From an optimization exercise on the open Yosys and OpenROAD flow, aimed at small area, a short achievable clock period and few clock cycles; shortcuts taken in it are not production practice.
The RTL was checked by simulation tests, not by an equivalence proof against the original design.

Setup of v18:
// dpsk_modem
module dpsk_modem (
  input  logic        clk,
  input  logic        rst_n,
  input  logic        cfg_qpsk,      
  input  logic        cfg_bypass,    
  input  logic        tx_in_valid,
  output logic        tx_in_ready,
  input  logic [7:0]  tx_in_data,
  input  logic        tx_in_last,
  output logic        tx_out_valid,
  input  logic        tx_out_ready,
  output logic [31:0] tx_out_data,
  output logic        tx_out_last,
  input  logic        rx_in_valid,
  output logic        rx_in_ready,
  input  logic [31:0] rx_in_data,
  input  logic        rx_in_last,
  output logic        rx_out_valid,
  input  logic        rx_out_ready,
  output logic [7:0]  rx_out_data,
  output logic        rx_out_last
);
Size: roughly 200 flip-flops, ~96 I/O pins, ~0.045 sq mm of cells after synthesis.
Settings: LEC_CHECK=0, CAP_MARGIN=20, CORE_MARGIN=2, CORE_UTILIZATION=40, SLEW_MARGIN=20; clock period 14.0 ns.
standard.sh (not shown) runs the stock make flow with config.mk's settings and CLKGATE_MAP_FILE= SYNTH_SCRIPT=/design/flow/synth_recipe.tcl, a recipe that flattens the netlist after the stock synthesis.
==> flow/flow/run.sh <==
#!/bin/bash
set -e
cd "$(dirname "$0")/.."
export SETUP_SLACK_MARGIN=${SETUP_SLACK_MARGIN:-10}
bash standard.sh > standard.log 2>&1
Testbench counts of v18, summed over its fixed seeds: cycles 2,352.
The following lists how v24 was set up differently from v18:
==> flow/run.sh (new file) <==
#!/bin/bash
# synth_recipe.tcl (not shown) runs the flow's synth.tcl, then flattens the netlist and writes it again
# the make line also repeats each setting of config.mk as NAME=value (left out here)
make -C /OpenROAD-flow-scripts/flow DESIGN_CONFIG=/design/flow/config.mk WORK_HOME=/design/flow/orfs CLKGATE_MAP_FILE= SYNTH_SCRIPT=/design/flow/synth_recipe.tcl finish
removed: flow/flow/run.sh
removed: flow/standard.sh
[summary]
Overall die height: v24 vs v18 identical
Every stage of the flow completed for v24, and the final layout passed the timing, DRC and antenna checks.
The final layout from v18, which completed every stage, passed the timing, DRC and antenna checks at the end of the flow.
Summary of the comparison: worst setup slack is lower in v24, relative to v18.
Between v24 and v18, time the final worst path needs with I/O delays and setup is lower for v18, v24 comes in above that.
Area fraction of clock buffers and clock inverters ends up lower on v18.
Relative to v18, the design area measured on v24 has decreased by more than 10%.
Diff v18 -> v24: count of cells resized by post-cts repair dropped 844, multi-input gate share of total cell area climbed 6.0 points, final critical-path share of the clock period climbed 11 points.
--- input diff v24..v23 ---
==> flow/flow/run.sh (new file) <==
#!/bin/bash
set -e
cd "$(dirname "$0")/.."
export SETUP_SLACK_MARGIN=${SETUP_SLACK_MARGIN:-7.5}
bash standard.sh > standard.log 2>&1
==> flow/standard.sh (new file) <==
#!/bin/bash
# synth_recipe.tcl (not shown) runs the flow's synth.tcl, then flattens the netlist and writes it again
# the make line also repeats each setting of config.mk as NAME=value (left out here)
make -C /OpenROAD-flow-scripts/flow DESIGN_CONFIG=/design/flow/config.mk WORK_HOME=/design/flow/orfs CLKGATE_MAP_FILE= SYNTH_SCRIPT=/design/flow/synth_recipe.tcl "${@:-finish}"
removed: flow/run.sh
==> comparison <==
v24 → v23: minimum period implied by the final worst setup slack lower, count of cell instances traversed by the critical path saw an increase, worst hold margin grew by 0.0054 ns, wire length of the first global-routing pass saw an increase. v23 packs its core tighter than v24. Cmp v23 vs v24: post-route clock period utilization lower in v23. Worst path buffer plus inverter count for v23 is higher than for v24. Combined global-route utilization of all metal layers: v23 and v24 compared, higher one is v23. Design area: lower on v24. v23 against v24: synthesized instance count about even; number of antenna cells inserted fell 1.
> inputs changed (v23 -> v44)
==> flow/flow/run.sh <==
#!/bin/bash
set -e
cd "$(dirname "$0")/.."
export SETUP_SLACK_MARGIN=${SETUP_SLACK_MARGIN:-8.5}
bash standard.sh > standard.log 2>&1
## What came out
v44: done, clean on timing, DRC and antenna. v44 against v23: end-of-flow core utilization now sits higher, overall routing resource usage now sits at about the same level, non-clock buffer total of the final layout now sits higher. Met1 layer usage reported by global route: v44 lower than v23. Looking only at cell area, and setting everything else aside, the higher value of v23 and v44 goes to v44. Final weighted congestion in routability-driven placement of v44 exceeds that of v23 slightly.

* * *

job 271:
Another version of the RTL of dpsk_modem (not shown whole).
Size in the first run: ~5200 cells after synthesis, ~170 flip-flops, ~96 I/O pins.
Settings: LEC_CHECK=0, ABC_AREA=1, CAP_MARGIN=20, CORE_MARGIN=2, CORE_UTILIZATION=40, SLEW_MARGIN=20; clock period 14.0 ns.
==> flow/flow/run.sh <==
#!/bin/bash
set -e
cd "$(dirname "$0")/.."
export SETUP_SLACK_MARGIN=${SETUP_SLACK_MARGIN:-8.0}
bash standard.sh > standard.log 2>&1
Testbench counts of job 271, summed over its fixed seeds: cycles 2,336.
### job 271 -> job 7810
Settings: ABC_AREA removed (was 1).
-- flow/flow/run.sh --
<<< job 271, line 4
export SETUP_SLACK_MARGIN=${SETUP_SLACK_MARGIN:-8.0}
>>> job 7810, line 4
export SETUP_SLACK_MARGIN=${SETUP_SLACK_MARGIN:-7.5}
Notes after the runs:
Per the final summary, job 7810 finished and its layout is clean on timing, DRC and antenna. Job 7810 vs job 271 — post-route fraction of the period consumed by the critical path rose 4.3 points. For job 271, the cell at the slowest stage of the critical path was dfstp_2, unlike job 7810, where it was dfstp_4. In the flow results for job 7810 and job 271, the pin count of the biggest net entering global routing is larger on job 271. Job 271 → job 7810: sequential share of layout area comparable, sum of buffers and inverters on the critical path went up by 2. The run showing the greater area after synthesis is job 7810. Job 7810 vs job 271: die boundary height up slightly. Changes observed in job 7810 relative to job 271: met3 wire length down 740 um, worst-skew pair later-pin latency ~0 delta. More vias were needed by job 271 than by job 7810. Compared with job 271, job 7810 shows routed wire length that has gone up slightly.

* * *

dpsk_modem, a different RTL version from the one above (not shown whole).
Size: roughly 4900 cells after synthesis, about 200 flip-flops, roughly 96 I/O pins.
clock: 14.0 ns
lec_check: 0
cap_margin: 20
core_margin: 2
core_utilization: 40
place_density: 0.8
slew_margin: 20
==> flow/flow/run.sh <==
#!/bin/bash
set -e
cd "$(dirname "$0")/.."
export SETUP_SLACK_MARGIN=${SETUP_SLACK_MARGIN:-7.5}
bash standard.sh > standard.log 2>&1
The first run went through all stages and came out clean.
Testbench counts at the start, summed over its fixed seeds: cycles 2,352.
Rerun with:
==> flow/flow/run.sh (replaced) <==
#!/bin/bash
set -e
cd "$(dirname "$0")/.."
export SETUP_SLACK_MARGIN=${SETUP_SLACK_MARGIN:-8.0}
bash standard.sh > standard.log 2>&1
PLACE_DENSITY = not set   (was 0.8)
Effect: The new run completed with no timing, DRC or antenna violations. Clock-buffer cell count climbs by 2. Non-clock buffer count climbs by 90. Die area does not change. Via count drops slightly.
Rerun with:
==> flow/flow/run.sh (replaced) <==
#!/bin/bash
set -e
cd "$(dirname "$0")/.."
export SETUP_SLACK_MARGIN=${SETUP_SLACK_MARGIN:-7.5}
bash standard.sh > standard.log 2>&1
ABC_AREA = 1   (was not set)
Effect: Final area went down by 3.4%. Worst setup slack degrades by 120 ps. Area after synthesis went up by 0.53%. Count of clock-buffer cells in the layout went down by 5. Critical path depth went up by 1. Utilization went down by 1.7 points. Fmax went down by 1.9%. Worst hold slack degrades by 11 ps.
Rerun with:
ABC_AREA = not set   (was 1)
CORE_UTILIZATION = 60   (was 40)
The changed run passed the timing, DRC and antenna checks.
Cell area decreases by 1.1%.
Non-clock buffer count goes up by 19.
Via count goes down by 6.0%.
Wire length drops by 5.2%.
Worst hold slack is better by 22 ps.
Area after synthesis is lower by 0.53%.
First-iteration DRC count is lower by 6.3%.
Setup slack gets worse by 42 ps.

==> afterwards: timing with drivers on the ports <==
How much do the figures lean on ideal ports? The routed layouts below were timed once more, with nothing changed but the port constraints. Step 1 assumes that a clkbuf_16 drives the clock port and a buf_2 every other input. Step 2 also shifts input and output timing later by t, the mid clock arrival at the registers, as if the neighbouring blocks saw the same clock. Three values: no drivers, after step 1, after step 2; two values: the first two.
run | t (ns) | setup WS [ns] | hold slack, ns | worst register clock-pin slew, ns | cell pins on the clock port's net
v18 | 0.701 | 7.534 / 7.534 / 7.534 | 0.344 / 0.344 / 0.344 | 0.07 / 0.07 | 1
v24 | 0.699 | 5.980 / 5.980 / 5.980 | 0.337 / 0.337 / 0.337 | 0.07 / 0.07 | 1
v23 | 0.694 | 7.507 / 7.507 / 7.507 | 0.343 / 0.343 / 0.343 | 0.07 / 0.07 | 1
v44 | 0.680 | 7.584 / 7.584 / 7.584 | 0.344 / 0.344 / 0.344 | 0.07 / 0.07 | 1
job 271 | 0.537 | 8.016 / 8.016 / 8.016 | 0.477 / 0.477 / 0.477 | 0.11 / 0.11 | 1
job 7810 | 0.544 | 7.413 / 7.413 / 7.413 | 0.520 / 0.520 / 0.520 | 0.10 / 0.10 | 1
the first run of note 3 | 0.652 | 7.561 / 7.561 / 7.561 | 0.325 / 0.325 / 0.325 | 0.07 / 0.07 | 1
the second run of note 3 | 0.661 | 7.789 / 7.789 / 7.789 | 0.338 / 0.338 / 0.338 | 0.07 / 0.07 | 1
the third run of note 3 | 0.678 | 7.670 / 7.670 / 7.670 | 0.328 / 0.328 / 0.328 | 0.07 / 0.07 | 1
the fourth run of note 3 | 0.663 | 7.628 / 7.628 / 7.628 | 0.350 / 0.350 / 0.350 | 0.07 / 0.07 | 1
After both steps setup and hold are still met in every run listed.
